What follows belongs to an exercise in optimizing a design on an open flow for small area, a short achievable clock period and few clock cycles; a production flow would make more cautious choices.
In this exercise RTL edits were held to simulation tests only and were not proved equivalent to the original.
Power figures rest on the tool's default switching activity, not on a simulated workload.

Setup of lane 1:
## meh16
module meh16(
    input clk,
    input rst,
    input[15:0] in_port,
    output[15:0] out_port,
    output[11:0] mem_addr,
    output[15:0] mem_wdata,
    output mem_we,
    input[15:0] mem_rdata,
    output halted
);
localparam S_F = 4'd0;   
localparam S_M = 4'd1;   
localparam S_W = 4'd2;   
localparam S_P = 4'd3;   
localparam S_X = 4'd4;   
localparam S_L = 4'd5;   
localparam S_R = 4'd6;   
localparam S_T = 4'd7;   
localparam S_B = 4'd8;   
localparam S_C = 4'd9;   
localparam S_Z = 4'd10;  
localparam E_NONE  = 5'd0;
localparam E_LD    = 5'd1;
localparam E_ADD   = 5'd2;
localparam E_ADC   = 5'd3;
localparam E_SUB   = 5'd4;
localparam E_SBB   = 5'd5;
localparam E_AND   = 5'd6;
localparam E_OR    = 5'd7;
localparam E_XOR   = 5'd8;
localparam E_INC   = 5'd9;
localparam E_DEC   = 5'd10;
localparam E_RTL   = 5'd11;
localparam E_RTR   = 5'd12;
localparam E_NOT   = 5'd13;
localparam E_CLW   = 5'd14;
localparam E_MIW   = 5'd15;
localparam E_BWS   = 5'd16;
localparam E_BWC   = 5'd17;
localparam E_CLRC  = 5'd18;
localparam E_INCNC = 5'd19;
localparam E_MWO   = 5'd20;
localparam E_BOS   = 5'd21;
localparam E_BOC   = 5'd22;
localparam E_CLO   = 5'd23;
reg[11:0] pc;
reg[15:0] d;
reg[15:0] a;
reg c;
reg[15:0] outr;
reg[11:0] sp;
reg halt;
reg[3:0] st;
reg[4:0] eop;
reg lr;          
reg sq;          
reg sel_pc, sel_d, sel_sp, sel_a;
reg we;
reg wsel_pc;
assign mem_addr = ({12{sel_pc}} & pc) | ({12{sel_d}} & d[11:0]) |
                  ({12{sel_sp}} & sp) | ({12{sel_a}} & a[11:0]);
assign mem_wdata = wsel_pc ? {4'b0, pc} : a;
assign mem_we = we;
assign out_port = outr;
assign halted = halt;
wire[15:0] ins = mem_rdata;
wire[3:0] op = ins[15:12];
wire grp0 = (ins[15:10] == 6'b0);
wire[2:0] bg = ins[6:4];
wire[3:0] lo = ins[3:0];
wire[11:0] pc_inc = pc + 12'd1;
wire z_a = (a == 16'b0);
wire e_a = (eop == E_ADD) || (eop == E_ADC) || (eop == E_SUB) ||
           (eop == E_SBB) || (eop == E_AND) || (eop == E_OR) ||
           (eop == E_XOR) || (eop == E_INC) || (eop == E_DEC) ||
           (eop == E_RTL) || (eop == E_RTR) || (eop == E_NOT) ||
           (eop == E_CLW) || (eop == E_MIW) || (eop == E_BWS) ||
           (eop == E_BWC) || (eop == E_INCNC);
wire e_c = (eop == E_ADD) || (eop == E_ADC) || (eop == E_SUB) ||
           (eop == E_SBB) || (eop == E_INC) || (eop == E_DEC);
  ...
Size: roughly 1100 cells after synthesis, ~91 flip-flops, about 8200 µm² of cells after synthesis.
==> flow/config.mk <==
export PLATFORM = sky130hd
export DESIGN_NAME = meh16
export DESIGN_NICKNAME = meh16
export VERILOG_FILES = /design/flow/design.v
export SDC_FILE = /design/flow/constraint.sdc
export NUM_CORES = 4
export LEC_CHECK = 0
export CAP_MARGIN = 20
export CORE_MARGIN = 2
export CORE_UTILIZATION = 45
export CTS_BUF_LIST = sky130_fd_sc_hd__clkbuf_8
export CTS_CLUSTER_SIZE = 30
export SLEW_MARGIN = 20
==> flow/constraint.sdc <==
create_clock -name core_clock -period 8.5 [get_ports {clk}]
set_input_delay 1.7000 -clock core_clock [delete_from_list [all_inputs] [get_ports {clk}]]
set_output_delay 1.7000 -clock core_clock [all_outputs]
set_load 0.01 [all_outputs]
standard.sh (not shown) runs the stock make flow with config.mk's settings and CLKGATE_MAP_FILE= SYNTH_SCRIPT=/design/flow/synth_recipe.tcl, a recipe that flattens the netlist after the stock synthesis.
==> flow/flow/run.sh <==
#!/bin/bash
set -euo pipefail
W=$PWD
sed "s#^source \$::env(SCRIPTS_DIR)/synth.tcl#source $W/flow_synth_body.tcl#" \
    synth_recipe.tcl > flow_synth.tcl
sed "s#^source \$::env(SCRIPTS_DIR)/synth_preamble.tcl\$#&\nset abc_args [list -script $W/flow/area.abc {*}\$lib_args {*}\$lib_dont_use_args -constr \$::env(OBJECTS_DIR)/abc.constr]#" \
    "$FLOW_HOME/scripts/synth.tcl" > flow_synth_body.tcl
grep -q "flow_synth_body.tcl" flow_synth.tcl
grep -q "flow/area.abc" flow_synth_body.tcl
bash standard.sh "SYNTH_SCRIPT=$W/flow_synth.tcl" \
    "BUFFER_PORTS_ARGS=-buffer_cell sky130_fd_sc_hd__buf_2" \
    SETUP_SLACK_MARGIN=5.3 finish > flow_make.log 2>&1
test -s out/final.def
==> flow/flow/area.abc <==
strash
&get -n
&st
&dch
&nf
&put
topo
Lane 1 finished all stages; the layout is clean.
Testbench counts of lane 1, summed over its fixed seeds: cycles 87,416.
Modified inputs, lane 2 compared to lane 1
Settings: a change of CORE_UTILIZATION from 45 to 50.
Results
Final non-filler cell total ended up about 2.8% lower on lane 2 than on lane 1.
Lane 2 ends up with a global-route usage that is 1.9 points higher than in lane 1.
From lane 1 to lane 2 the numbers moved as follows: share of total power in combinational logic was more or less identical; max-cap check violation count stayed essentially flat; sum of routed wire length over all layers -3400 µm; proportion of layout cells with a drive suffix above 1 went down by 5.2 points.
Re non-clock buffer count: lane 2 and lane 1 aren't equal, and the lower value belongs to lane 2.
Changes observed in lane 2 relative to lane 1: clock period minus worst slack went down; static leakage power decreased by about 9% relative to the old numbers; power moved down.
[inputs] lane 3 vs lane 2
-- flow/flow/run.sh --
<<< lane 2, line 12
    SETUP_SLACK_MARGIN=5.3 finish > flow_make.log 2>&1
>>> lane 3, line 12
    SETUP_SLACK_MARGIN=5.45 finish > flow_make.log 2>&1
Notes after the runs:
- Overall power after layout delta for lane 3 relative to lane 2: 7.2% higher
- Going from lane 2 to lane 3, worst setup slack went down by 0.082 ns, count of vias placed by the detailed router went up by about 5%.
- Against lane 2 as the reference, lane 3 delivers a lower power per cell area.
[inputs] lane 4 vs lane 3
Settings: a change of CTS_CLUSTER_SIZE from 30 to 20.
-- flow/flow/run.sh --
<<< lane 3, line 12
    SETUP_SLACK_MARGIN=5.45 finish > flow_make.log 2>&1
>>> lane 4, line 12
    SETUP_SLACK_MARGIN=5.3 finish > flow_make.log 2>&1
Findings:
On clock edge transition at the registers on the reported setup and hold paths: lane 4 sits above lane 3. Re total power: lane 4 is about 7% down on lane 3. Comparing lane 3 and lane 4, the higher fraction of layout instances using a drive strength above 1 is on lane 3. Lane 4 vs lane 3, total power density per cell area went up by about 2%. Lane 4 reports a higher power attributed to sequential cells than lane 3 does. On lane 4: worst voltage drop across the vdd grid is 17% lower than what lane 3 gave. Final design area excluding fillers, lane 4 vs lane 3: down by a little under 10%. Wire length for lane 4 is lower than for lane 3. Highest fanout seen on the critical path up 4 in lane 4 wrt lane 3. Lane 3 -> lane 4: final layout net count decreased by a few percent.

-- what the ideal ports hide --
Ports are ideal in the flow. The routed layouts listed here were re-timed in OpenROAD. Step 1: set_driving_cell puts a clkbuf_16 on clk and a buf_2 on each other input, an assumption about the parent block. Step 2 times the ports against the registers' clock, not the clock port: input delays grow and output delays shrink by t, the midpoint of the rising clock arrivals with the driver on. a / b / c = ideal / step 1 / step 2; a / b = the first two.
run	shift t [ns]	slack for setup (ns)	hold WS [ns]	worst setup path at the end	slew at the worst register clock pin (ns)
lane 1	0.440	5.083 / 5.083 / 4.847	0.514 / 0.514 / 0.514	input to register	0.10 / 0.10
lane 2	0.444	5.204 / 5.204 / 4.908	0.522 / 0.522 / 0.522	input to register	0.12 / 0.12
lane 3	0.433	5.122 / 5.122 / 4.914	0.514 / 0.514 / 0.514	input to register	0.11 / 0.11
lane 4	0.444	5.204 / 5.204 / 4.908	0.522 / 0.522 / 0.522	input to register	0.12 / 0.12
After both steps setup and hold are still met in every run listed.
